This design comes from an exercise in tuning for small area and a short achievable clock period on the open sky130 flow, not from production work.
Only simulation tests tie the RTL to the original design; equivalence was not proved.
Power figures rest on the tool's default switching activity, not on a simulated workload.

==> design.v <==
`timescale 1ns/100ps
module mac_unit (
    input         clk,
    input         clr,
    input  [7:0]  xn,
    input  [7:0]  wn,
    output [23:0] acc
);
reg [19:0] acc_lo;
reg [3:0]  acc_hi;
reg        cy;
wire [3:0] u, t;
genvar k;
generate for (k = 1; k < 4; k = k + 1) begin : inc
    assign u[k] = &acc_hi[k-1:0];
    nand2_cell tn (cy, u[k], t[k]);
end endgenerate
assign u[0] = 1'b1;
assign t[0] = ~cy;
wire [3:0] hi = ~(acc_hi ^ t);
assign acc = {hi, acc_lo};
wire pp0_0 = ~(xn[0] | wn[0]);
wire pp0_1 = ~(xn[0] | wn[1]);
wire pp0_2 = ~(xn[0] | wn[2]);
wire pp0_3 = ~(xn[0] | wn[3]);
wire pp0_4 = ~(xn[0] | wn[4]);
wire pp0_5 = ~(xn[0] | wn[5]);
wire pp0_6 = ~(xn[0] | wn[6]);
wire pp0_7 = ~(xn[0] | wn[7]);
wire pp1_0 = ~(xn[1] | wn[0]);
wire pp1_1 = ~(xn[1] | wn[1]);
wire pp1_2 = ~(xn[1] | wn[2]);
wire pp1_3 = ~(xn[1] | wn[3]);
wire pp1_4 = ~(xn[1] | wn[4]);
wire pp1_5 = ~(xn[1] | wn[5]);
wire pp1_6 = ~(xn[1] | wn[6]);
wire pp1_7 = ~(xn[1] | wn[7]);
wire pp2_0 = ~(xn[2] | wn[0]);
wire pp2_1 = ~(xn[2] | wn[1]);
wire pp2_2 = ~(xn[2] | wn[2]);
wire pp2_3 = ~(xn[2] | wn[3]);
wire pp2_4 = ~(xn[2] | wn[4]);
wire pp2_5 = ~(xn[2] | wn[5]);
wire pp2_6 = ~(xn[2] | wn[6]);
wire pp2_7 = ~(xn[2] | wn[7]);
wire pp3_0 = ~(xn[3] | wn[0]);
wire pp3_1 = ~(xn[3] | wn[1]);
wire pp3_2 = ~(xn[3] | wn[2]);
wire pp3_3 = ~(xn[3] | wn[3]);
wire pp3_4 = ~(xn[3] | wn[4]);
wire pp3_5 = ~(xn[3] | wn[5]);
wire pp3_6 = ~(xn[3] | wn[6]);
wire pp3_7 = ~(xn[3] | wn[7]);
wire pp4_0 = ~(xn[4] | wn[0]);
wire pp4_1 = ~(xn[4] | wn[1]);
wire pp4_2 = ~(xn[4] | wn[2]);
wire pp4_3 = ~(xn[4] | wn[3]);
wire pp4_4 = ~(xn[4] | wn[4]);
wire pp4_5 = ~(xn[4] | wn[5]);
wire pp4_6 = ~(xn[4] | wn[6]);
wire pp4_7 = ~(xn[4] | wn[7]);
wire pp5_0 = ~(xn[5] | wn[0]);
wire pp5_1 = ~(xn[5] | wn[1]);
wire pp5_2 = ~(xn[5] | wn[2]);
wire pp5_3 = ~(xn[5] | wn[3]);
wire pp5_4 = ~(xn[5] | wn[4]);
wire pp5_5 = ~(xn[5] | wn[5]);
wire pp5_6 = ~(xn[5] | wn[6]);
wire pp5_7 = ~(xn[5] | wn[7]);
wire pp6_0 = ~(xn[6] | wn[0]);
wire pp6_1 = ~(xn[6] | wn[1]);
wire pp6_2 = ~(xn[6] | wn[2]);
wire pp6_3 = ~(xn[6] | wn[3]);
wire pp6_4 = ~(xn[6] | wn[4]);
wire pp6_5 = ~(xn[6] | wn[5]);
wire pp6_6 = ~(xn[6] | wn[6]);
wire pp6_7 = ~(xn[6] | wn[7]);
wire pp7_0 = ~(xn[7] | wn[0]);
wire pp7_1 = ~(xn[7] | wn[1]);
wire pp7_2 = ~(xn[7] | wn[2]);
wire pp7_3 = ~(xn[7] | wn[3]);
wire pp7_4 = ~(xn[7] | wn[4]);
wire pp7_5 = ~(xn[7] | wn[5]);
wire pp7_6 = ~(xn[7] | wn[6]);
wire pp7_7 = ~(xn[7] | wn[7]);
wire hs0, hc0;
ha_cell ha0 (acc_lo[5], pp0_5, hs0, hc0);
wire fs0, fc0;
fa_cell fa0 (acc_lo[6], pp0_6, pp1_5, fs0, fc0);
wire hs1, hc1;
ha_cell ha1 (pp2_4, pp3_3, hs1, hc1);
wire fs1, fc1;
fa_cell fa1 (acc_lo[7], pp0_7, pp1_6, fs1, fc1);
wire fs2, fc2;
fa_cell fa2 (pp2_5, pp3_4, pp4_3, fs2, fc2);
wire hs2, hc2;
ha_cell ha2 (pp5_2, pp6_1, hs2, hc2);
wire fs3, fc3;
fa_cell fa3 (acc_lo[8], pp1_7, pp2_6, fs3, fc3);
wire fs4, fc4;
fa_cell fa4 (pp3_5, pp4_4, pp5_3, fs4, fc4);
wire hs3, hc3;
ha_cell ha3 (pp6_2, pp7_1, hs3, hc3);
wire fs5, fc5;
fa_cell fa5 (acc_lo[9], pp2_7, pp3_6, fs5, fc5);
wire fs6, fc6;
fa_cell fa6 (pp4_5, pp5_4, pp6_3, fs6, fc6);
wire fs7, fc7;
fa_cell fa7 (acc_lo[10], pp3_7, pp4_6, fs7, fc7);
wire hs4, hc4;
ha_cell ha4 (acc_lo[3], pp0_3, hs4, hc4);
wire fs8, fc8;
fa_cell fa8 (acc_lo[4], pp0_4, pp1_3, fs8, fc8);
wire hs5, hc5;
ha_cell ha5 (pp2_2, pp3_1, hs5, hc5);
wire fs9, fc9;
fa_cell fa9 (pp1_4, pp2_3, pp3_2, fs9, fc9);
wire fs10, fc10;
fa_cell fa10 (pp4_1, pp5_0, hs0, fs10, fc10);
wire fs11, fc11;
fa_cell fa11 (pp4_2, pp5_1, pp6_0, fs11, fc11);
wire fs12, fc12;
fa_cell fa12 (hc0, hs1, fs0, fs12, fc12);
wire fs13, fc13;
fa_cell fa13 (pp7_0, hc1, hs2, fs13, fc13);
wire fs14, fc14;
fa_cell fa14 (fc0, fs1, fs2, fs14, fc14);
wire fs15, fc15;
fa_cell fa15 (hc2, hs3, fc1, fs15, fc15);
wire fs16, fc16;
fa_cell fa16 (fc2, fs3, fs4, fs16, fc16);
wire fs17, fc17;
fa_cell fa17 (pp7_2, hc3, fc3, fs17, fc17);
wire fs18, fc18;
fa_cell fa18 (fc4, fs5, fs6, fs18, fc18);
wire fs19, fc19;
fa_cell fa19 (pp5_5, pp6_4, pp7_3, fs19, fc19);
wire fs20, fc20;
fa_cell fa20 (fc5, fc6, fs7, fs20, fc20);
wire fs21, fc21;
fa_cell fa21 (acc_lo[11], pp4_7, pp5_6, fs21, fc21);
wire fs22, fc22;
fa_cell fa22 (pp6_5, pp7_4, fc7, fs22, fc22);
wire fs23, fc23;
fa_cell fa23 (acc_lo[12], pp5_7, pp6_6, fs23, fc23);
wire hs6, hc6;
ha_cell ha6 (acc_lo[2], pp0_2, hs6, hc6);
wire fs24, fc24;
fa_cell fa24 (pp1_2, pp2_1, pp3_0, fs24, fc24);
wire fs25, fc25;
fa_cell fa25 (pp4_0, hc4, hs5, fs25, fc25);
wire fs26, fc26;
fa_cell fa26 (hc5, fc8, fs9, fs26, fc26);
wire fs27, fc27;
fa_cell fa27 (fc9, fs11, fc10, fs27, fc27);
wire fs28, fc28;
fa_cell fa28 (fc11, fs13, fc12, fs28, fc28);
wire fs29, fc29;
fa_cell fa29 (fc13, fc14, fs15, fs29, fc29);
wire fs30, fc30;
fa_cell fa30 (fc15, fc16, fs17, fs30, fc30);
wire fs31, fc31;
fa_cell fa31 (fs19, fc17, fc18, fs31, fc31);
wire fs32, fc32;
fa_cell fa32 (fc19, fs21, fc20, fs32, fc32);
wire fs33, fc33;
fa_cell fa33 (pp7_5, fc21, fs23, fs33, fc33);
wire fs34, fc34;
fa_cell fa34 (acc_lo[13], pp6_7, pp7_6, fs34, fc34);
wire hs7, hc7;
ha_cell ha7 (acc_lo[1], pp0_1, hs7, hc7);
wire fs35, fc35;
fa_cell fa35 (pp1_1, pp2_0, hs6, fs35, fc35);
wire fs36, fc36;
fa_cell fa36 (hc6, hs4, fs24, fs36, fc36);
wire fs37, fc37;
fa_cell fa37 (fc24, fs8, fs25, fs37, fc37);
wire fs38, fc38;
fa_cell fa38 (fc25, fs10, fs26, fs38, fc38);
wire fs39, fc39;
fa_cell fa39 (fc26, fs12, fs27, fs39, fc39);
wire fs40, fc40;
fa_cell fa40 (fs14, fc27, fs28, fs40, fc40);
wire fs41, fc41;
fa_cell fa41 (fs16, fc28, fs29, fs41, fc41);
wire fs42, fc42;
fa_cell fa42 (fs18, fc29, fs30, fs42, fc42);
wire fs43, fc43;
fa_cell fa43 (fs20, fc30, fs31, fs43, fc43);
wire fs44, fc44;
fa_cell fa44 (fs22, fc31, fs32, fs44, fc44);
wire fs45, fc45;
fa_cell fa45 (fc22, fs33, fc32, fs45, fc45);
wire fs46, fc46;
fa_cell fa46 (fc23, fs34, fc33, fs46, fc46);
wire fs47, fc47;
fa_cell fa47 (acc_lo[14], pp7_7, fc34, fs47, fc47);
wire sumg0, sump0;
ha_cell sumha0 (acc_lo[0], pp0_0, sump0, sumg0);
wire sumg1, sump1;
ha_cell sumha1 (pp1_0, hs7, sump1, sumg1);
wire sumg2, sump2;
ha_cell sumha2 (hc7, fs35, sump2, sumg2);
wire sumg3, sump3;
ha_cell sumha3 (fc35, fs36, sump3, sumg3);
wire sumg4, sump4;
ha_cell sumha4 (fc36, fs37, sump4, sumg4);
wire sumg5, sump5;
ha_cell sumha5 (fc37, fs38, sump5, sumg5);
wire sumg6, sump6;
ha_cell sumha6 (fc38, fs39, sump6, sumg6);
wire sumg7, sump7;
ha_cell sumha7 (fc39, fs40, sump7, sumg7);
wire sumg8, sump8;
ha_cell sumha8 (fc40, fs41, sump8, sumg8);
wire sumg9, sump9;
ha_cell sumha9 (fc41, fs42, sump9, sumg9);
wire sumg10, sump10;
ha_cell sumha10 (fc42, fs43, sump10, sumg10);
wire sumg11, sump11;
ha_cell sumha11 (fc43, fs44, sump11, sumg11);
wire sumg12, sump12;
ha_cell sumha12 (fc44, fs45, sump12, sumg12);
wire sumg13, sump13;
ha_cell sumha13 (fs46, fc45, sump13, sumg13);
wire sumg14, sump14;
ha_cell sumha14 (fs47, fc46, sump14, sumg14);
wire sumg15, sump15;
ha_cell sumha15 (acc_lo[15], fc47, sump15, sumg15);
wire sumn0;
aoi21_cell sumn0_g (sump1, sumg0, sumg1, sumn0);
wire sumn1;
nand2_cell sumn1_p (sump1, sump0, sumn1);
wire sumn2;
aoi21_cell sumn2_g (sump3, sumg2, sumg3, sumn2);
wire sumn3;
nand2_cell sumn3_p (sump3, sump2, sumn3);
wire sumn4;
aoi21_cell sumn4_g (sump5, sumg4, sumg5, sumn4);
wire sumn5;
nand2_cell sumn5_p (sump5, sump4, sumn5);
wire sumn6;
aoi21_cell sumn6_g (sump7, sumg6, sumg7, sumn6);
wire sumn7;
nand2_cell sumn7_p (sump7, sump6, sumn7);
wire sumn8;
aoi21_cell sumn8_g (sump9, sumg8, sumg9, sumn8);
wire sumn9;
nand2_cell sumn9_p (sump9, sump8, sumn9);
wire sumn10;
aoi21_cell sumn10_g (sump11, sumg10, sumg11, sumn10);
wire sumn11;
nand2_cell sumn11_p (sump11, sump10, sumn11);
wire sumn12;
aoi21_cell sumn12_g (sump13, sumg12, sumg13, sumn12);
wire sumn13;
nand2_cell sumn13_p (sump13, sump12, sumn13);
wire sumn14;
aoi21_cell sumn14_g (sump15, sumg14, sumg15, sumn14);
wire sumn15;
nand2_cell sumn15_p (sump15, sump14, sumn15);
wire sumn16;
nand2_cell sumn16_p (acc_lo[17], acc_lo[16], sumn16);
wire sumn17;
nand2_cell sumn17_p (acc_lo[19], acc_lo[18], sumn17);
wire sumn18;
wire sumn19;
inv_cell sumn19_i (sumn0, sumn19);
aoi21_cell sumn18_g (sump2, sumn19, sumg2, sumn18);
wire sumn20;
wire sumn21;
inv_cell sumn21_i (sumn1, sumn21);
nand2_cell sumn20_p (sump2, sumn21, sumn20);
wire sumn22;
oai21_cell sumn22_g (sumn3, sumn0, sumn2, sumn22);
wire sumn23;
nor2_cell sumn23_p (sumn3, sumn1, sumn23);
wire sumn24;
wire sumn25;
inv_cell sumn25_i (sumn4, sumn25);
aoi21_cell sumn24_g (sump6, sumn25, sumg6, sumn24);
wire sumn26;
wire sumn27;
inv_cell sumn27_i (sumn5, sumn27);
nand2_cell sumn26_p (sump6, sumn27, sumn26);
wire sumn28;
oai21_cell sumn28_g (sumn7, sumn4, sumn6, sumn28);
wire sumn29;
nor2_cell sumn29_p (sumn7, sumn5, sumn29);
wire sumn30;
wire sumn31;
inv_cell sumn31_i (sumn8, sumn31);
aoi21_cell sumn30_g (sump10, sumn31, sumg10, sumn30);
wire sumn32;
wire sumn33;
inv_cell sumn33_i (sumn9, sumn33);
nand2_cell sumn32_p (sump10, sumn33, sumn32);
wire sumn34;
oai21_cell sumn34_g (sumn11, sumn8, sumn10, sumn34);
wire sumn35;
nor2_cell sumn35_p (sumn11, sumn9, sumn35);
wire sumn36;
wire sumn37;
inv_cell sumn37_i (sumn12, sumn37);
aoi21_cell sumn36_g (sump14, sumn37, sumg14, sumn36);
wire sumn38;
wire sumn39;
inv_cell sumn39_i (sumn13, sumn39);
nand2_cell sumn38_p (sump14, sumn39, sumn38);
wire sumn40;
oai21_cell sumn40_g (sumn15, sumn12, sumn14, sumn40);
wire sumn41;
nor2_cell sumn41_p (sumn15, sumn13, sumn41);
wire sumn42;
wire sumn43;
inv_cell sumn43_i (sumn16, sumn43);
nand2_cell sumn42_p (acc_lo[18], sumn43, sumn42);
wire sumn44;
nor2_cell sumn44_p (sumn17, sumn16, sumn44);
wire sumn45;
aoi21_cell sumn45_g (sump4, sumn22, sumg4, sumn45);
wire sumn46;
nand2_cell sumn46_p (sump4, sumn23, sumn46);
wire sumn47;
wire sumn48;
inv_cell sumn48_i (sumn22, sumn48);
oai21_cell sumn47_g (sumn5, sumn48, sumn4, sumn47);
wire sumn49;
wire sumn50;
inv_cell sumn50_i (sumn23, sumn50);
nor2_cell sumn49_p (sumn5, sumn50, sumn49);
wire sumn51;
oai21_cell sumn51_g (sumn26, sumn48, sumn24, sumn51);
wire sumn52;
nor2_cell sumn52_p (sumn26, sumn50, sumn52);
wire sumn53;
aoi21_cell sumn53_g (sumn29, sumn22, sumn28, sumn53);
wire sumn54;
nand2_cell sumn54_p (sumn29, sumn23, sumn54);
wire sumn55;
aoi21_cell sumn55_g (sump12, sumn34, sumg12, sumn55);
wire sumn56;
nand2_cell sumn56_p (sump12, sumn35, sumn56);
wire sumn57;
wire sumn58;
inv_cell sumn58_i (sumn34, sumn58);
oai21_cell sumn57_g (sumn13, sumn58, sumn12, sumn57);
wire sumn59;
wire sumn60;
inv_cell sumn60_i (sumn35, sumn60);
nor2_cell sumn59_p (sumn13, sumn60, sumn59);
wire sumn61;
oai21_cell sumn61_g (sumn38, sumn58, sumn36, sumn61);
wire sumn62;
nor2_cell sumn62_p (sumn38, sumn60, sumn62);
wire sumn63;
aoi21_cell sumn63_g (sumn41, sumn34, sumn40, sumn63);
wire sumn64;
nand2_cell sumn64_p (sumn41, sumn35, sumn64);
wire sumn65;
wire sumn66;
inv_cell sumn66_i (sumn53, sumn66);
aoi21_cell sumn65_g (sump8, sumn66, sumg8, sumn65);
wire sumn67;
wire sumn68;
inv_cell sumn68_i (sumn54, sumn68);
nand2_cell sumn67_p (sump8, sumn68, sumn67);
wire sumn69;
oai21_cell sumn69_g (sumn9, sumn53, sumn8, sumn69);
wire sumn70;
nor2_cell sumn70_p (sumn9, sumn54, sumn70);
wire sumn71;
oai21_cell sumn71_g (sumn32, sumn53, sumn30, sumn71);
wire sumn72;
nor2_cell sumn72_p (sumn32, sumn54, sumn72);
wire sumn73;
aoi21_cell sumn73_g (sumn35, sumn66, sumn34, sumn73);
wire sumn74;
nand2_cell sumn74_p (sumn35, sumn68, sumn74);
wire sumn75;
oai21_cell sumn75_g (sumn56, sumn53, sumn55, sumn75);
wire sumn76;
nor2_cell sumn76_p (sumn56, sumn54, sumn76);
wire sumn77;
aoi21_cell sumn77_g (sumn59, sumn66, sumn57, sumn77);
wire sumn78;
nand2_cell sumn78_p (sumn59, sumn68, sumn78);
wire sumn79;
aoi21_cell sumn79_g (sumn62, sumn66, sumn61, sumn79);
wire sumn80;
nand2_cell sumn80_p (sumn62, sumn68, sumn80);
wire sumn81;
oai21_cell sumn81_g (sumn64, sumn53, sumn63, sumn81);
wire sumn82;
nor2_cell sumn82_p (sumn64, sumn54, sumn82);
wire sumn83;
nand2_cell sumn83_g (acc_lo[16], sumn81, sumn83);
wire sumn84;
nand2_cell sumn84_p (acc_lo[16], sumn82, sumn84);
wire sumn85;
wire sumn86;
inv_cell sumn86_i (sumn81, sumn86);
nor2_cell sumn85_g (sumn16, sumn86, sumn85);
wire sumn87;
wire sumn88;
inv_cell sumn88_i (sumn82, sumn88);
nor2_cell sumn87_p (sumn16, sumn88, sumn87);
wire sumn89;
nor2_cell sumn89_g (sumn42, sumn86, sumn89);
wire sumn90;
nor2_cell sumn90_p (sumn42, sumn88, sumn90);
wire sumn91;
nand2_cell sumn91_g (sumn44, sumn81, sumn91);
wire sumn92;
nand2_cell sumn92_p (sumn44, sumn82, sumn92);
wire [20:0] sum = {~sumn91, acc_lo[19] ^ sumn89, acc_lo[18] ^ sumn85, ~(acc_lo[17] ^ sumn83), acc_lo[16] ^ sumn81, ~(sump15 ^ sumn79), ~(sump14 ^ sumn77), sump13 ^ sumn75, ~(sump12 ^ sumn73), sump11 ^ sumn71, sump10 ^ sumn69, ~(sump9 ^ sumn65), ~(sump8 ^ sumn53), sump7 ^ sumn51, sump6 ^ sumn47, ~(sump5 ^ sumn45), sump4 ^ sumn22, ~(sump3 ^ sumn18), ~(sump2 ^ sumn0), sump1 ^ sumg0, sump0};
always @(posedge clk) begin
    if (clr) begin
        acc_lo <= 0;
        acc_hi <= 0;
        cy     <= 1'b0;
    end else begin
        acc_lo <= sum[19:0];
        acc_hi <= hi;
        cy     <= sum[20];
    end
end
endmodule
module mac_unit0 (
    input         clk,
    input         clr,
    input  [7:0]  x,
    input  [7:0]  w,
    output [23:0] sum
);
wire [23:0] acc = sum;
reg r_sumg0, r_sump0, r_sumn0, r_sumn1, r_sumn20, r_sumn22, r_sumn24, r_sumn25, r_sumn50, r_sumn51, r_sumn52, r_sumn54, r_sumn56, r_sumn57, r_sumn58, r_sumn59, r_sumg8, r_sump8, r_sumn8, r_sumn9, r_sumn32, r_sumn34, r_sumn36, r_sumn37, r_sumn60, r_sumn61, r_sumn62, r_sumn64, r_sumn66, r_sumn67, r_sumn68, r_sumn69, r_acc16, r_sumn16, r_sumn44, r_sumn46, r_sumn70, r_sumn71, r_sumn73, r_sumn74, r_sump1, r_sump2, r_sump3, r_sump4, r_sump5, r_sump6, r_sump7, r_sump9, r_sump10, r_sump11, r_sump12, r_sump13, r_sump14, r_sump15, r_acc17, r_acc18, r_acc19, r_acc20, r_acc21, r_acc22, r_acc23;
wire pp0_0 = x[0] & w[0];
wire pp0_1 = x[0] & w[1];
wire pp0_2 = x[0] & w[2];
wire pp0_3 = x[0] & w[3];
wire pp0_4 = x[0] & w[4];
wire pp0_5 = x[0] & w[5];
wire pp0_6 = x[0] & w[6];
wire pp0_7 = x[0] & w[7];
wire pp1_0 = x[1] & w[0];
wire pp1_1 = x[1] & w[1];
wire pp1_2 = x[1] & w[2];
wire pp1_3 = x[1] & w[3];
wire pp1_4 = x[1] & w[4];
wire pp1_5 = x[1] & w[5];
wire pp1_6 = x[1] & w[6];
wire pp1_7 = x[1] & w[7];
wire pp2_0 = x[2] & w[0];
wire pp2_1 = x[2] & w[1];
wire pp2_2 = x[2] & w[2];
wire pp2_3 = x[2] & w[3];
wire pp2_4 = x[2] & w[4];
wire pp2_5 = x[2] & w[5];
wire pp2_6 = x[2] & w[6];
wire pp2_7 = x[2] & w[7];
wire pp3_0 = x[3] & w[0];
wire pp3_1 = x[3] & w[1];
wire pp3_2 = x[3] & w[2];
wire pp3_3 = x[3] & w[3];
wire pp3_4 = x[3] & w[4];
wire pp3_5 = x[3] & w[5];
wire pp3_6 = x[3] & w[6];
wire pp3_7 = x[3] & w[7];
wire pp4_0 = x[4] & w[0];
wire pp4_1 = x[4] & w[1];
wire pp4_2 = x[4] & w[2];
wire pp4_3 = x[4] & w[3];
wire pp4_4 = x[4] & w[4];
wire pp4_5 = x[4] & w[5];
wire pp4_6 = x[4] & w[6];
wire pp4_7 = x[4] & w[7];
wire pp5_0 = x[5] & w[0];
wire pp5_1 = x[5] & w[1];
wire pp5_2 = x[5] & w[2];
wire pp5_3 = x[5] & w[3];
wire pp5_4 = x[5] & w[4];
wire pp5_5 = x[5] & w[5];
wire pp5_6 = x[5] & w[6];
wire pp5_7 = x[5] & w[7];
wire pp6_0 = x[6] & w[0];
wire pp6_1 = x[6] & w[1];
wire pp6_2 = x[6] & w[2];
wire pp6_3 = x[6] & w[3];
wire pp6_4 = x[6] & w[4];
wire pp6_5 = x[6] & w[5];
wire pp6_6 = x[6] & w[6];
wire pp6_7 = x[6] & w[7];
wire pp7_0 = x[7] & w[0];
wire pp7_1 = x[7] & w[1];
wire pp7_2 = x[7] & w[2];
wire pp7_3 = x[7] & w[3];
wire pp7_4 = x[7] & w[4];
wire pp7_5 = x[7] & w[5];
wire pp7_6 = x[7] & w[6];
wire pp7_7 = x[7] & w[7];
wire hs0, hc0;
ha_cell ha0 (acc[5], pp0_5, hs0, hc0);
wire fs0, fc0;
fa_cell fa0 (acc[6], pp0_6, pp1_5, fs0, fc0);
wire hs1, hc1;
ha_cell ha1 (pp2_4, pp3_3, hs1, hc1);
wire fs1, fc1;
fa_cell fa1 (acc[7], pp0_7, pp1_6, fs1, fc1);
wire fs2, fc2;
fa_cell fa2 (pp2_5, pp3_4, pp4_3, fs2, fc2);
wire hs2, hc2;
ha_cell ha2 (pp5_2, pp6_1, hs2, hc2);
wire fs3, fc3;
fa_cell fa3 (acc[8], pp1_7, pp2_6, fs3, fc3);
wire fs4, fc4;
fa_cell fa4 (pp3_5, pp4_4, pp5_3, fs4, fc4);
wire hs3, hc3;
ha_cell ha3 (pp6_2, pp7_1, hs3, hc3);
wire fs5, fc5;
fa_cell fa5 (acc[9], pp2_7, pp3_6, fs5, fc5);
wire fs6, fc6;
fa_cell fa6 (pp4_5, pp5_4, pp6_3, fs6, fc6);
wire fs7, fc7;
fa_cell fa7 (acc[10], pp3_7, pp4_6, fs7, fc7);
wire hs4, hc4;
ha_cell ha4 (acc[3], pp0_3, hs4, hc4);
wire fs8, fc8;
fa_cell fa8 (acc[4], pp0_4, pp1_3, fs8, fc8);
wire hs5, hc5;
ha_cell ha5 (pp2_2, pp3_1, hs5, hc5);
wire fs9, fc9;
fa_cell fa9 (pp1_4, pp2_3, pp3_2, fs9, fc9);
wire fs10, fc10;
fa_cell fa10 (pp4_1, pp5_0, hs0, fs10, fc10);
wire fs11, fc11;
fa_cell fa11 (pp4_2, pp5_1, pp6_0, fs11, fc11);
wire fs12, fc12;
fa_cell fa12 (hc0, hs1, fs0, fs12, fc12);
wire fs13, fc13;
fa_cell fa13 (pp7_0, hc1, hs2, fs13, fc13);
wire fs14, fc14;
fa_cell fa14 (fc0, fs1, fs2, fs14, fc14);
wire fs15, fc15;
fa_cell fa15 (hc2, hs3, fc1, fs15, fc15);
wire fs16, fc16;
fa_cell fa16 (fc2, fs3, fs4, fs16, fc16);
wire fs17, fc17;
fa_cell fa17 (pp7_2, hc3, fc3, fs17, fc17);
wire fs18, fc18;
fa_cell fa18 (fc4, fs5, fs6, fs18, fc18);
wire fs19, fc19;
fa_cell fa19 (pp5_5, pp6_4, pp7_3, fs19, fc19);
wire fs20, fc20;
fa_cell fa20 (fc5, fc6, fs7, fs20, fc20);
wire fs21, fc21;
fa_cell fa21 (acc[11], pp4_7, pp5_6, fs21, fc21);
wire fs22, fc22;
fa_cell fa22 (pp6_5, pp7_4, fc7, fs22, fc22);
wire fs23, fc23;
fa_cell fa23 (acc[12], pp5_7, pp6_6, fs23, fc23);
wire hs6, hc6;
ha_cell ha6 (acc[2], pp0_2, hs6, hc6);
wire fs24, fc24;
fa_cell fa24 (pp1_2, pp2_1, pp3_0, fs24, fc24);
wire fs25, fc25;
fa_cell fa25 (pp4_0, hc4, hs5, fs25, fc25);
wire fs26, fc26;
fa_cell fa26 (hc5, fc8, fs9, fs26, fc26);
wire fs27, fc27;
fa_cell fa27 (fc9, fs11, fc10, fs27, fc27);
wire fs28, fc28;
fa_cell fa28 (fc11, fs13, fc12, fs28, fc28);
wire fs29, fc29;
fa_cell fa29 (fc13, fc14, fs15, fs29, fc29);
wire fs30, fc30;
fa_cell fa30 (fc15, fc16, fs17, fs30, fc30);
wire fs31, fc31;
fa_cell fa31 (fs19, fc17, fc18, fs31, fc31);
wire fs32, fc32;
fa_cell fa32 (fc19, fs21, fc20, fs32, fc32);
wire fs33, fc33;
fa_cell fa33 (pp7_5, fc21, fs23, fs33, fc33);
wire fs34, fc34;
fa_cell fa34 (acc[13], pp6_7, pp7_6, fs34, fc34);
wire hs7, hc7;
ha_cell ha7 (acc[1], pp0_1, hs7, hc7);
wire fs35, fc35;
fa_cell fa35 (pp1_1, pp2_0, hs6, fs35, fc35);
wire fs36, fc36;
fa_cell fa36 (hc6, hs4, fs24, fs36, fc36);
wire fs37, fc37;
fa_cell fa37 (fc24, fs8, fs25, fs37, fc37);
wire fs38, fc38;
fa_cell fa38 (fc25, fs10, fs26, fs38, fc38);
wire fs39, fc39;
fa_cell fa39 (fc26, fs12, fs27, fs39, fc39);
wire fs40, fc40;
fa_cell fa40 (fs14, fc27, fs28, fs40, fc40);
wire fs41, fc41;
fa_cell fa41 (fs16, fc28, fs29, fs41, fc41);
wire fs42, fc42;
fa_cell fa42 (fs18, fc29, fs30, fs42, fc42);
wire fs43, fc43;
fa_cell fa43 (fs20, fc30, fs31, fs43, fc43);
wire fs44, fc44;
fa_cell fa44 (fs22, fc31, fs32, fs44, fc44);
wire fs45, fc45;
fa_cell fa45 (fc22, fs33, fc32, fs45, fc45);
wire fs46, fc46;
fa_cell fa46 (fc23, fs34, fc33, fs46, fc46);
wire fs47, fc47;
fa_cell fa47 (acc[14], pp7_7, fc34, fs47, fc47);
wire sumg0, sump0;
ha_cell sumha0 (acc[0], pp0_0, sump0, sumg0);
wire sumg1, sump1;
ha_cell sumha1 (pp1_0, hs7, sump1, sumg1);
wire sumg2, sump2;
ha_cell sumha2 (hc7, fs35, sump2, sumg2);
wire sumg3, sump3;
ha_cell sumha3 (fc35, fs36, sump3, sumg3);
wire sumg4, sump4;
ha_cell sumha4 (fc36, fs37, sump4, sumg4);
wire sumg5, sump5;
ha_cell sumha5 (fc37, fs38, sump5, sumg5);
wire sumg6, sump6;
ha_cell sumha6 (fc38, fs39, sump6, sumg6);
wire sumg7, sump7;
ha_cell sumha7 (fc39, fs40, sump7, sumg7);
wire sumg8, sump8;
ha_cell sumha8 (fc40, fs41, sump8, sumg8);
wire sumg9, sump9;
ha_cell sumha9 (fc41, fs42, sump9, sumg9);
wire sumg10, sump10;
ha_cell sumha10 (fc42, fs43, sump10, sumg10);
wire sumg11, sump11;
ha_cell sumha11 (fc43, fs44, sump11, sumg11);
wire sumg12, sump12;
ha_cell sumha12 (fc44, fs45, sump12, sumg12);
wire sumg13, sump13;
ha_cell sumha13 (fs46, fc45, sump13, sumg13);
wire sumg14, sump14;
ha_cell sumha14 (fs47, fc46, sump14, sumg14);
wire sumg15, sump15;
ha_cell sumha15 (acc[15], fc47, sump15, sumg15);
wire sumn0;
aoi21_cell sumn0_g (sump1, sumg0, sumg1, sumn0);
wire sumn1;
nand2_cell sumn1_p (sump1, sump0, sumn1);
wire sumn2;
aoi21_cell sumn2_g (sump3, sumg2, sumg3, sumn2);
wire sumn3;
nand2_cell sumn3_p (sump3, sump2, sumn3);
wire sumn4;
aoi21_cell sumn4_g (sump5, sumg4, sumg5, sumn4);
wire sumn5;
nand2_cell sumn5_p (sump5, sump4, sumn5);
wire sumn6;
aoi21_cell sumn6_g (sump7, sumg6, sumg7, sumn6);
wire sumn7;
nand2_cell sumn7_p (sump7, sump6, sumn7);
wire sumn8;
aoi21_cell sumn8_g (sump9, sumg8, sumg9, sumn8);
wire sumn9;
nand2_cell sumn9_p (sump9, sump8, sumn9);
wire sumn10;
aoi21_cell sumn10_g (sump11, sumg10, sumg11, sumn10);
wire sumn11;
nand2_cell sumn11_p (sump11, sump10, sumn11);
wire sumn12;
aoi21_cell sumn12_g (sump13, sumg12, sumg13, sumn12);
wire sumn13;
nand2_cell sumn13_p (sump13, sump12, sumn13);
wire sumn14;
aoi21_cell sumn14_g (sump15, sumg14, sumg15, sumn14);
wire sumn15;
nand2_cell sumn15_p (sump15, sump14, sumn15);
wire sumn16;
nand2_cell sumn16_p (acc[17], acc[16], sumn16);
wire sumn17;
nand2_cell sumn17_p (acc[19], acc[18], sumn17);
wire sumn18;
nand2_cell sumn18_p (acc[21], acc[20], sumn18);
wire sumn19;
nand2_cell sumn19_p (acc[23], acc[22], sumn19);
wire sumn20;
wire sumn21;
inv_cell sumn21_i (sumn0, sumn21);
aoi21_cell sumn20_g (sump2, sumn21, sumg2, sumn20);
wire sumn22;
wire sumn23;
inv_cell sumn23_i (sumn1, sumn23);
nand2_cell sumn22_p (sump2, sumn23, sumn22);
wire sumn24;
oai21_cell sumn24_g (sumn3, sumn0, sumn2, sumn24);
wire sumn25;
nor2_cell sumn25_p (sumn3, sumn1, sumn25);
wire sumn26;
wire sumn27;
inv_cell sumn27_i (sumn4, sumn27);
aoi21_cell sumn26_g (sump6, sumn27, sumg6, sumn26);
wire sumn28;
wire sumn29;
inv_cell sumn29_i (sumn5, sumn29);
nand2_cell sumn28_p (sump6, sumn29, sumn28);
wire sumn30;
oai21_cell sumn30_g (sumn7, sumn4, sumn6, sumn30);
wire sumn31;
nor2_cell sumn31_p (sumn7, sumn5, sumn31);
wire sumn32;
wire sumn33;
inv_cell sumn33_i (sumn8, sumn33);
aoi21_cell sumn32_g (sump10, sumn33, sumg10, sumn32);
wire sumn34;
wire sumn35;
inv_cell sumn35_i (sumn9, sumn35);
nand2_cell sumn34_p (sump10, sumn35, sumn34);
wire sumn36;
oai21_cell sumn36_g (sumn11, sumn8, sumn10, sumn36);
wire sumn37;
nor2_cell sumn37_p (sumn11, sumn9, sumn37);
wire sumn38;
wire sumn39;
inv_cell sumn39_i (sumn12, sumn39);
aoi21_cell sumn38_g (sump14, sumn39, sumg14, sumn38);
wire sumn40;
wire sumn41;
inv_cell sumn41_i (sumn13, sumn41);
nand2_cell sumn40_p (sump14, sumn41, sumn40);
wire sumn42;
oai21_cell sumn42_g (sumn15, sumn12, sumn14, sumn42);
wire sumn43;
nor2_cell sumn43_p (sumn15, sumn13, sumn43);
wire sumn44;
wire sumn45;
inv_cell sumn45_i (sumn16, sumn45);
nand2_cell sumn44_p (acc[18], sumn45, sumn44);
wire sumn46;
nor2_cell sumn46_p (sumn17, sumn16, sumn46);
wire sumn47;
wire sumn48;
inv_cell sumn48_i (sumn18, sumn48);
nand2_cell sumn47_p (acc[22], sumn48, sumn47);
wire sumn49;
nor2_cell sumn49_p (sumn19, sumn18, sumn49);
wire sumn50;
aoi21_cell sumn50_g (sump4, sumn24, sumg4, sumn50);
wire sumn51;
nand2_cell sumn51_p (sump4, sumn25, sumn51);
wire sumn52;
wire sumn53;
inv_cell sumn53_i (sumn24, sumn53);
oai21_cell sumn52_g (sumn5, sumn53, sumn4, sumn52);
wire sumn54;
wire sumn55;
inv_cell sumn55_i (sumn25, sumn55);
nor2_cell sumn54_p (sumn5, sumn55, sumn54);
wire sumn56;
oai21_cell sumn56_g (sumn28, sumn53, sumn26, sumn56);
wire sumn57;
nor2_cell sumn57_p (sumn28, sumn55, sumn57);
wire sumn58;
aoi21_cell sumn58_g (sumn31, sumn24, sumn30, sumn58);
wire sumn59;
nand2_cell sumn59_p (sumn31, sumn25, sumn59);
wire sumn60;
aoi21_cell sumn60_g (sump12, sumn36, sumg12, sumn60);
wire sumn61;
nand2_cell sumn61_p (sump12, sumn37, sumn61);
wire sumn62;
wire sumn63;
inv_cell sumn63_i (sumn36, sumn63);
oai21_cell sumn62_g (sumn13, sumn63, sumn12, sumn62);
wire sumn64;
wire sumn65;
inv_cell sumn65_i (sumn37, sumn65);
nor2_cell sumn64_p (sumn13, sumn65, sumn64);
wire sumn66;
oai21_cell sumn66_g (sumn40, sumn63, sumn38, sumn66);
wire sumn67;
nor2_cell sumn67_p (sumn40, sumn65, sumn67);
wire sumn68;
aoi21_cell sumn68_g (sumn43, sumn36, sumn42, sumn68);
wire sumn69;
nand2_cell sumn69_p (sumn43, sumn37, sumn69);
wire sumn70;
nand2_cell sumn70_p (acc[20], sumn46, sumn70);
wire sumn71;
wire sumn72;
inv_cell sumn72_i (sumn46, sumn72);
nor2_cell sumn71_p (sumn18, sumn72, sumn71);
wire sumn73;
nor2_cell sumn73_p (sumn47, sumn72, sumn73);
wire sumn74;
nand2_cell sumn74_p (sumn49, sumn46, sumn74);
always @(posedge clk) begin
    if (clr) begin
        r_sumg0 <= 1'b0;
        r_sump0 <= 1'b0;
        r_sumn0 <= 1'b1;
        r_sumn1 <= 1'b1;
        r_sumn20 <= 1'b1;
        r_sumn22 <= 1'b1;
        r_sumn24 <= 1'b0;
        r_sumn25 <= 1'b0;
        r_sumn50 <= 1'b1;
        r_sumn51 <= 1'b1;
        r_sumn52 <= 1'b0;
        r_sumn54 <= 1'b0;
        r_sumn56 <= 1'b0;
        r_sumn57 <= 1'b0;
        r_sumn58 <= 1'b1;
        r_sumn59 <= 1'b1;
        r_sumg8 <= 1'b0;
        r_sump8 <= 1'b0;
        r_sumn8 <= 1'b1;
        r_sumn9 <= 1'b1;
        r_sumn32 <= 1'b1;
        r_sumn34 <= 1'b1;
        r_sumn36 <= 1'b0;
        r_sumn37 <= 1'b0;
        r_sumn60 <= 1'b1;
        r_sumn61 <= 1'b1;
        r_sumn62 <= 1'b0;
        r_sumn64 <= 1'b0;
        r_sumn66 <= 1'b0;
        r_sumn67 <= 1'b0;
        r_sumn68 <= 1'b1;
        r_sumn69 <= 1'b1;
        r_acc16 <= 1'b0;
        r_sumn16 <= 1'b1;
        r_sumn44 <= 1'b1;
        r_sumn46 <= 1'b0;
        r_sumn70 <= 1'b1;
        r_sumn71 <= 1'b0;
        r_sumn73 <= 1'b0;
        r_sumn74 <= 1'b1;
        r_sump1 <= 1'b0;
        r_sump2 <= 1'b0;
        r_sump3 <= 1'b0;
        r_sump4 <= 1'b0;
        r_sump5 <= 1'b0;
        r_sump6 <= 1'b0;
        r_sump7 <= 1'b0;
        r_sump9 <= 1'b0;
        r_sump10 <= 1'b0;
        r_sump11 <= 1'b0;
        r_sump12 <= 1'b0;
        r_sump13 <= 1'b0;
        r_sump14 <= 1'b0;
        r_sump15 <= 1'b0;
        r_acc17 <= 1'b0;
        r_acc18 <= 1'b0;
        r_acc19 <= 1'b0;
        r_acc20 <= 1'b0;
        r_acc21 <= 1'b0;
        r_acc22 <= 1'b0;
        r_acc23 <= 1'b0;
    end else begin
        r_sumg0 <= sumg0;
        r_sump0 <= sump0;
        r_sumn0 <= sumn0;
        r_sumn1 <= sumn1;
        r_sumn20 <= sumn20;
        r_sumn22 <= sumn22;
        r_sumn24 <= sumn24;
        r_sumn25 <= sumn25;
        r_sumn50 <= sumn50;
        r_sumn51 <= sumn51;
        r_sumn52 <= sumn52;
        r_sumn54 <= sumn54;
        r_sumn56 <= sumn56;
        r_sumn57 <= sumn57;
        r_sumn58 <= sumn58;
        r_sumn59 <= sumn59;
        r_sumg8 <= sumg8;
        r_sump8 <= sump8;
        r_sumn8 <= sumn8;
        r_sumn9 <= sumn9;
        r_sumn32 <= sumn32;
        r_sumn34 <= sumn34;
        r_sumn36 <= sumn36;
        r_sumn37 <= sumn37;
        r_sumn60 <= sumn60;
        r_sumn61 <= sumn61;
        r_sumn62 <= sumn62;
        r_sumn64 <= sumn64;
        r_sumn66 <= sumn66;
        r_sumn67 <= sumn67;
        r_sumn68 <= sumn68;
        r_sumn69 <= sumn69;
        r_acc16 <= acc[16];
        r_sumn16 <= sumn16;
        r_sumn44 <= sumn44;
        r_sumn46 <= sumn46;
        r_sumn70 <= sumn70;
        r_sumn71 <= sumn71;
        r_sumn73 <= sumn73;
        r_sumn74 <= sumn74;
        r_sump1 <= sump1;
        r_sump2 <= sump2;
        r_sump3 <= sump3;
        r_sump4 <= sump4;
        r_sump5 <= sump5;
        r_sump6 <= sump6;
        r_sump7 <= sump7;
        r_sump9 <= sump9;
        r_sump10 <= sump10;
        r_sump11 <= sump11;
        r_sump12 <= sump12;
        r_sump13 <= sump13;
        r_sump14 <= sump14;
        r_sump15 <= sump15;
        r_acc17 <= acc[17];
        r_acc18 <= acc[18];
        r_acc19 <= acc[19];
        r_acc20 <= acc[20];
        r_acc21 <= acc[21];
        r_acc22 <= acc[22];
        r_acc23 <= acc[23];
    end
end
wire sumn75;
wire sumn76;
inv_cell sumn76_i (r_sumn58, sumn76);
aoi21_cell sumn75_g (r_sump8, sumn76, r_sumg8, sumn75);
wire sumn77;
wire sumn78;
inv_cell sumn78_i (r_sumn59, sumn78);
nand2_cell sumn77_p (r_sump8, sumn78, sumn77);
wire sumn79;
oai21_cell sumn79_g (r_sumn9, r_sumn58, r_sumn8, sumn79);
wire sumn80;
nor2_cell sumn80_p (r_sumn9, r_sumn59, sumn80);
wire sumn81;
oai21_cell sumn81_g (r_sumn34, r_sumn58, r_sumn32, sumn81);
wire sumn82;
nor2_cell sumn82_p (r_sumn34, r_sumn59, sumn82);
wire sumn83;
aoi21_cell sumn83_g (r_sumn37, sumn76, r_sumn36, sumn83);
wire sumn84;
nand2_cell sumn84_p (r_sumn37, sumn78, sumn84);
wire sumn85;
oai21_cell sumn85_g (r_sumn61, r_sumn58, r_sumn60, sumn85);
wire sumn86;
nor2_cell sumn86_p (r_sumn61, r_sumn59, sumn86);
wire sumn87;
aoi21_cell sumn87_g (r_sumn64, sumn76, r_sumn62, sumn87);
wire sumn88;
nand2_cell sumn88_p (r_sumn64, sumn78, sumn88);
wire sumn89;
aoi21_cell sumn89_g (r_sumn67, sumn76, r_sumn66, sumn89);
wire sumn90;
nand2_cell sumn90_p (r_sumn67, sumn78, sumn90);
wire sumn91;
oai21_cell sumn91_g (r_sumn69, r_sumn58, r_sumn68, sumn91);
wire sumn92;
nor2_cell sumn92_p (r_sumn69, r_sumn59, sumn92);
wire sumn93;
nand2_cell sumn93_g (r_acc16, sumn91, sumn93);
wire sumn94;
nand2_cell sumn94_p (r_acc16, sumn92, sumn94);
wire sumn95;
wire sumn96;
inv_cell sumn96_i (sumn91, sumn96);
nor2_cell sumn95_g (r_sumn16, sumn96, sumn95);
wire sumn97;
wire sumn98;
inv_cell sumn98_i (sumn92, sumn98);
nor2_cell sumn97_p (r_sumn16, sumn98, sumn97);
wire sumn99;
nor2_cell sumn99_g (r_sumn44, sumn96, sumn99);
wire sumn100;
nor2_cell sumn100_p (r_sumn44, sumn98, sumn100);
wire sumn101;
nand2_cell sumn101_g (r_sumn46, sumn91, sumn101);
wire sumn102;
nand2_cell sumn102_p (r_sumn46, sumn92, sumn102);
wire sumn103;
nor2_cell sumn103_g (r_sumn70, sumn96, sumn103);
wire sumn104;
nor2_cell sumn104_p (r_sumn70, sumn98, sumn104);
wire sumn105;
nand2_cell sumn105_g (r_sumn71, sumn91, sumn105);
wire sumn106;
nand2_cell sumn106_p (r_sumn71, sumn92, sumn106);
wire sumn107;
nand2_cell sumn107_g (r_sumn73, sumn91, sumn107);
wire sumn108;
nand2_cell sumn108_p (r_sumn73, sumn92, sumn108);
wire sumn109;
nor2_cell sumn109_g (r_sumn74, sumn96, sumn109);
wire sumn110;
nor2_cell sumn110_p (r_sumn74, sumn98, sumn110);
assign sum = {~(r_acc23 ^ sumn107), ~(r_acc22 ^ sumn105), r_acc21 ^ sumn103, ~(r_acc20 ^ sumn101), r_acc19 ^ sumn99, r_acc18 ^ sumn95, ~(r_acc17 ^ sumn93), r_acc16 ^ sumn91, ~(r_sump15 ^ sumn89), ~(r_sump14 ^ sumn87), r_sump13 ^ sumn85, ~(r_sump12 ^ sumn83), r_sump11 ^ sumn81, r_sump10 ^ sumn79, ~(r_sump9 ^ sumn75), ~(r_sump8 ^ r_sumn58), r_sump7 ^ r_sumn56, r_sump6 ^ r_sumn52, ~(r_sump5 ^ r_sumn50), r_sump4 ^ r_sumn24, ~(r_sump3 ^ r_sumn20), ~(r_sump2 ^ r_sumn0), r_sump1 ^ r_sumg0, r_sump0};
endmodule
module fa_cell (input a, input b, input c, output s, output co);
assign s = a ^ b ^ c;
assign co = (a & b) | (a & c) | (b & c);
endmodule
module ha_cell (input a, input b, output s, output co);
assign s = a ^ b;
assign co = a & b;
endmodule
module aoi21_cell (input a1, input a2, input b1, output y);
assign y = ~((a1 & a2) | b1);
endmodule
module oai21_cell (input a1, input a2, input b1, output y);
assign y = ~((a1 | a2) & b1);
endmodule
module nand2_cell (input a, input b, output y);
assign y = ~(a & b);
endmodule
module nor2_cell (input a, input b, output y);
assign y = ~(a | b);
endmodule
module inv_cell (input a, output y);
assign y = ~a;
endmodule
`timescale 1ns/100ps
module systolic_array #(
    parameter NUM_ROW = 8,
    parameter NUM_COL = 8,
    parameter IN_WORD_SIZE = 8,
    parameter OUT_WORD_SIZE = 24
)(
    input                                           clk,
    input                                           rst,
    input      [NUM_COL*IN_WORD_SIZE-1:0]           top_inputs,
    input      [NUM_ROW*IN_WORD_SIZE-1:0]           left_inputs,
    output reg                                      compute_done,
    output reg [OUT_WORD_SIZE-1:0]                  cycles_count,
    output     [0:OUT_WORD_SIZE*NUM_ROW*NUM_COL-1]  pe_register_vals
);
localparam W = IN_WORD_SIZE;
localparam ND = NUM_ROW + NUM_COL - 2;    
always @(posedge clk) begin
    if (rst)
        cycles_count <= 0;
    else
        cycles_count <= cycles_count + 1;
end
always @(posedge clk) begin
    if (rst)
        compute_done <= 1'b0;
    else if (cycles_count == 22)
        compute_done <= 1'b1;
end
reg [ND-1:0] rst_hist;
always @(posedge clk)
    rst_hist <= {rst_hist[ND-2:0] | {(ND-1){rst}}, rst};
wire [ND:0] clr = {rst_hist | {ND{rst}}, rst};
genvar i, j;
generate
for (i = 0; i < NUM_ROW; i = i + 1) begin : row
    localparam N = i + NUM_COL - 1;
    reg  [W*N-1:0] dl;
    wire [W*(N+1)-1:0] st = {dl, ~left_inputs[W*i +: W]};
    always @(posedge clk)
        dl <= st[W*N-1:0];
end
for (j = 0; j < NUM_COL; j = j + 1) begin : col
    localparam N = j + NUM_ROW - 1;
    reg  [W*N-1:0] dl;
    wire [W*(N+1)-1:0] st = {dl, ~top_inputs[W*j +: W]};
    always @(posedge clk)
        dl <= st[W*N-1:0];
end
for (i = 0; i < NUM_ROW; i = i + 1) begin : pr
    for (j = 0; j < NUM_COL; j = j + 1) begin : pc
        if (i + j == 0) begin : g0
            mac_unit0 pe (
                .clk (clk),
                .clr (clr[0]),
                .x   (left_inputs[0 +: W]),
                .w   (top_inputs[0 +: W]),
                .sum (pe_register_vals[0 +: OUT_WORD_SIZE])
            );
        end else begin : g
            mac_unit pe (
                .clk (clk),
                .clr (clr[i+j]),
                .xn  (row[i].st[W*(i+j) +: W]),
                .wn  (col[j].st[W*(i+j) +: W]),
                .acc (pe_register_vals[OUT_WORD_SIZE*(NUM_COL*i+j) +: OUT_WORD_SIZE])
            );
        end
    end
end
endgenerate
endmodule
==> flow/run.sh <==
#!/bin/bash
set -euo pipefail
cd "$(dirname "$0")/.."
bash standard.sh "BUFFER_PORTS_ARGS=-buffer_cell sky130_fd_sc_hd__buf_1" \
    SETUP_SLACK_MARGIN=6 TNS_END_PERCENT=5 finish > orfs_make.log 2>&1
==> standard.sh <==
#!/bin/bash
# synth_recipe.tcl (not shown) runs the flow's synth.tcl, then flattens the netlist and writes it again
# the make line also repeats each setting of config.mk as NAME=value (left out here)
make -C /OpenROAD-flow-scripts/flow DESIGN_CONFIG=/design/flow/config.mk WORK_HOME=/design/flow/orfs CLKGATE_MAP_FILE= SYNTH_SCRIPT=/design/flow/synth_recipe.tcl "${@:-finish}"
==> config.mk <==
export PLATFORM = sky130hd
export DESIGN_NAME = systolic_array
export DESIGN_NICKNAME = systolic_array
export VERILOG_FILES = /design/flow/design.v
export SDC_FILE = /design/flow/constraint.sdc
export NUM_CORES = 4
export LEC_CHECK = 0
export CAP_MARGIN = 20
export CORE_MARGIN = 2
export CORE_UTILIZATION = 60
export CTS_CLUSTER_DIAMETER = 100
export CTS_CLUSTER_SIZE = 20
export SLEW_MARGIN = 20
export SYNTH_HIERARCHICAL = 1
export SYNTH_MINIMUM_KEEP_SIZE = 0
==> constraint.sdc <==
create_clock -name core_clock -period 10.0 [get_ports {clk}]
set_input_delay 2.0000 -clock core_clock [delete_from_list [all_inputs] [get_ports {clk}]]
set_output_delay 2.0000 -clock core_clock [all_outputs]
set_load 0.01 [all_outputs]
==> reports/summary.txt <==
Peak supply drop = 0.257 mV
I/O Pins = 1,691
Startpoint Class = input pin
Routed WL = 615,000 um
Xor/xnor share of the synthesized area = 6.24%
GRT overflow = 0
Clk sinks = 3,011
Synth Area per Inst = 9.92 sq um
Via count = 146k
Largest net degree at the start of global routing = 80
Max Slew Vio Count = 0
Final hold vios = 0
Cell chain of the critical path = buf_6 -> and2_4 -> fa_1 -> fa_2 -> fa_1 -> fa_1 -> ha_4 -> nand2_4 -> o21ai_4 -> a21oi_2 -> or2_1
P per Cell Area = 196 nW/um^2
Critical Path AT = 5.09 ns
Initial Utilization = 60.3%
Area contributors post-synth = fa_1, dfxtp_1, nor2_1, ha_1, a21oi_2
Syn Nets = 25.8k
Netlist Area Pre-Place = 208,000 sq um
Initial DRC Count = 9,259
Final setup fails = 0
Layout cells sized above 1 = 16.4%
Skew-Pair Late Insertion Delay = 0.95 ns
Final Skew = 0.0494 ns
Slowest-stage cell, CP = fa_1
Worst slew pin tran = 1.08 ns
Simple-gate share of the synthesized area = 14.8%
Sequential share of the synthesized area = 28.9%
Ys async rst share = 0%
Root Buffer = clkbuf_16
Top-area cell type share of the netlist area = 29.5%
Finished Cell Area = 231,000 sq um
Crit path top cell by count = fa_1
DIE AREA = 352,000 sq um
Mux cell area share after synthesis = 0%
Post-layout minimum cycle time = 4.28 ns
H-tree Lvls = 4
Critical path class = in2reg
Detailed placement HPWL = 498,000 um
Port Buf Inserts = 1,690
Die Y = 593 um
Total Power = 45.1 mW
CTS tree = built
Core box area = 346,000 sq um
Max cap viols = 0
Top-count cell post-synth = nor2_1
Ys Warns = 9
Final #Nets = 26.8k
Hold-fix buffers, CTS = 0
Synth Instances = 21.0k
Setup ws final = 5.72 ns
Largest family of logic cells by synthesized area = adder cells
Post-DRT Antenna Nets = 1
Drt pass-1 iters = 6
Final GP Congestion = 0.962
Footprint of the multi-input gates = 145,000 sq um
Synth Area in Adders = 38.7%
P&R area growth vs syn = 10.6%
Crit. End Element = flip-flop
Fin crit share = 42.8%
RSZ-0062 raised after global routing = yes
FF+latch area = 62,600 sq um
CP peak stage delay = 0.54 ns
Placed instance area = 216,000 sq um
Dpl ws = 4.56 ns
Die X = 593 um
Crit Path Max Fanout = 9
Yosys reg bits = 3,011
HP Class = reg2reg
Layout fillers = 28.2k
Number of synthesized flops with an enable pin = 0
Count of cell types in the netlist = 38
CTS buffer count = 179
Vias in the first global route = 150k
Wire per inst = 23.1 um
Drt drc = 0
Global-route wire length before repair = 931,000 um
Antenna violations before repair = 13
CTS max path bufs = 4
Worst-path clk slew = 0.09 ns
Post-synthesis compound-gate area fraction = 7.27%
Relative slew slack = 27.8%
Top cell type by total area after synthesis = fa_1
Vias per cell = 5.48
Total GRT Usage = 34.8%
Pleak = 99.6 nW
Total negative slack = 0 ns
Achievable Freq = 234 MHz
SO Viols = antenna rules
Commonest cells post-synth = nor2_1, fa_1, dfxtp_1
Top FF cell, synth = dfxtp_1
FP Rows = 216
Outcome = failed layout checks
Worst Path Required = 10.82 ns
[flip-flops by register name, summed over array words and instances, names as in the netlist, 14 cells and up]
signal	flops
col.dl	672
pr.pc.g.pe.acc_hi	252
row.dl	672
rst_hist	14
pr.pc.g.pe.cy	63
cycles_count	24
pr.pc.g.pe.acc_lo	1260
[kinds of logic after synthesis]
| logic type | Yosys count |
|---|---|
| compound gates | 2067 |
| xor+xnor | 1485 |
| fa+ha+maj | 4610 |
| buf+inv | 2113 |
| flops | 3011 |
| simple gates | 7725 |
[power breakdown]
part           switching (mW)  internal [mW]  total [mW]
Clock                    4.29           3.51        7.81
Combinational            13.5           10.4        23.9
Sequential              0.978           12.4        13.4
Total                    18.8           26.4        45.1
[timing repair]
action                      CTS  global route
resized for setup          1202          1138
pin swaps                    33           147
setup buffers                47           212
setup endpoints to repair   755           845
[final timing paths]
check / from / end / slack (ns) / cells after the start
hold reg to reg: col[6].dl[35] / col[6].dl[43] / 0.32 / 0
hold / removal: col[6].dl[35] / col[6].dl[43] / 0.32 / 0
setup reg to reg: row[3].dl[22] / pr[3].pc[0].g.pe.acc_lo[18] / 5.83 / 14
setup / recovery: left_inputs[4] / pr[0].pc[0].g0.pe.r_sumn68 / 5.72 / 11
[per-module statistics from Yosys (local to each module, per instance)]
module          cells  flip-flops and latches  area [sq um]
systolic_array   1634                    1383         28900
mac_unit0         199                      53          2040
mac_unit          157                      25          1140
fa_cell             1                       0          20.0
ha_cell             1                       0          12.5
aoi21_cell          1                       0          8.76
oai21_cell          1                       0          5.00
inv_cell            1                       0          3.75
nand2_cell          1                       0          3.75
nor2_cell           1                       0          3.75
[layer usage]
metal | GRT usage [%] | wire length (um) | vias to the layer above
met1 | 41.9 | 234000 | 73466
met3 | 9.70 | 51400 | 1021
li1 | - | - | 67190
met5 | 0 | 41 | -
met2 | 56.0 | 285000 | 4283
met4 | 20.4 | 44100 | 6
[layout make-up]
cell class	count	share of cell area, %
Timing Repair Buffer	1974	3.81
Inverter	967	1.58
Clock buffer	198	2.05
Multi-Input combinational cell	15887	62.8
Tap cell	4578	2.48
Sequential cell	3011	27.1
Clock inverter	29	0.156
Antenna cell	14	0.0152
[through the flow]
step	utilization [%]	hold slack, ns	cells
6_report	66.7	0.317	26658
5_1_grt	66.7	0.324	26650
4_1_cts	64.9	0.318	26432
3_5_place_dp	62.5	0.312	26158
3_3_place_gp	62.5	0.310	26158
2_1_floorplan	-	0.310	21011
[worst max-delay path: cells and delay by family]
kind	cells	cell delay [ns]
AO/OA/AOI/OAI	2	0.27
AND/OR/NAND/NOR	3	0.42
buffers and inverters	1	0.12
adder cells (fa/ha/maj)	5	2.28
[placed cells by master, fill, tap and decap left out, types with 9 or more instances in the layout]
master	instances
xnor2_1	825
nor2b_1	290
and2b_2	63
nand2_2	38
clkbuf_16	186
clkbuf_1	9
a21oi_4	61
fa_1	3018
and3_2	64
o21ai_4	90
nor2_1	5549
nor2_4	61
or2_1	14
o21ai_2	55
buf_1	1659
fa_2	54
and2_1	57
inv_2	11
inv_1	954
o21ai_1	623
buf_6	11
nand2_1	1249
buf_2	15
dfxtp_4	478
a21oi_2	1219
and2_2	63
or2_4	11
buf_12	16
nor2_2	213
ha_1	1386
buf_4	266
diode_2	14
xor2_1	646
dfxtp_2	412
xnor2_2	12
ha_4	150
dfxtp_1	2121

[port drivers added, routing unchanged]
The results above use ideal ports. As a check the final layout listed here was re-extracted and re-timed, cells and wires unchanged. Step 1 assumes that a clkbuf_16 drives the clock port and a buf_2 every other input. Step 2 times the ports against the registers' clock, not the clock port: input delays grow and output delays shrink by t, the midpoint of the rising clock arrivals with the driver on. a / b / c = ideal ports / drivers / drivers and shift; a / b = the first two.
shift t [ns]: 1.050
slack for setup (ns): 5.724 / 5.742 / 4.760
worst data-port slew with drivers (ns): 0.18
For this run, drivers alone change the setup slack by +0.018 ns; drivers and shift together by -0.964 ns.
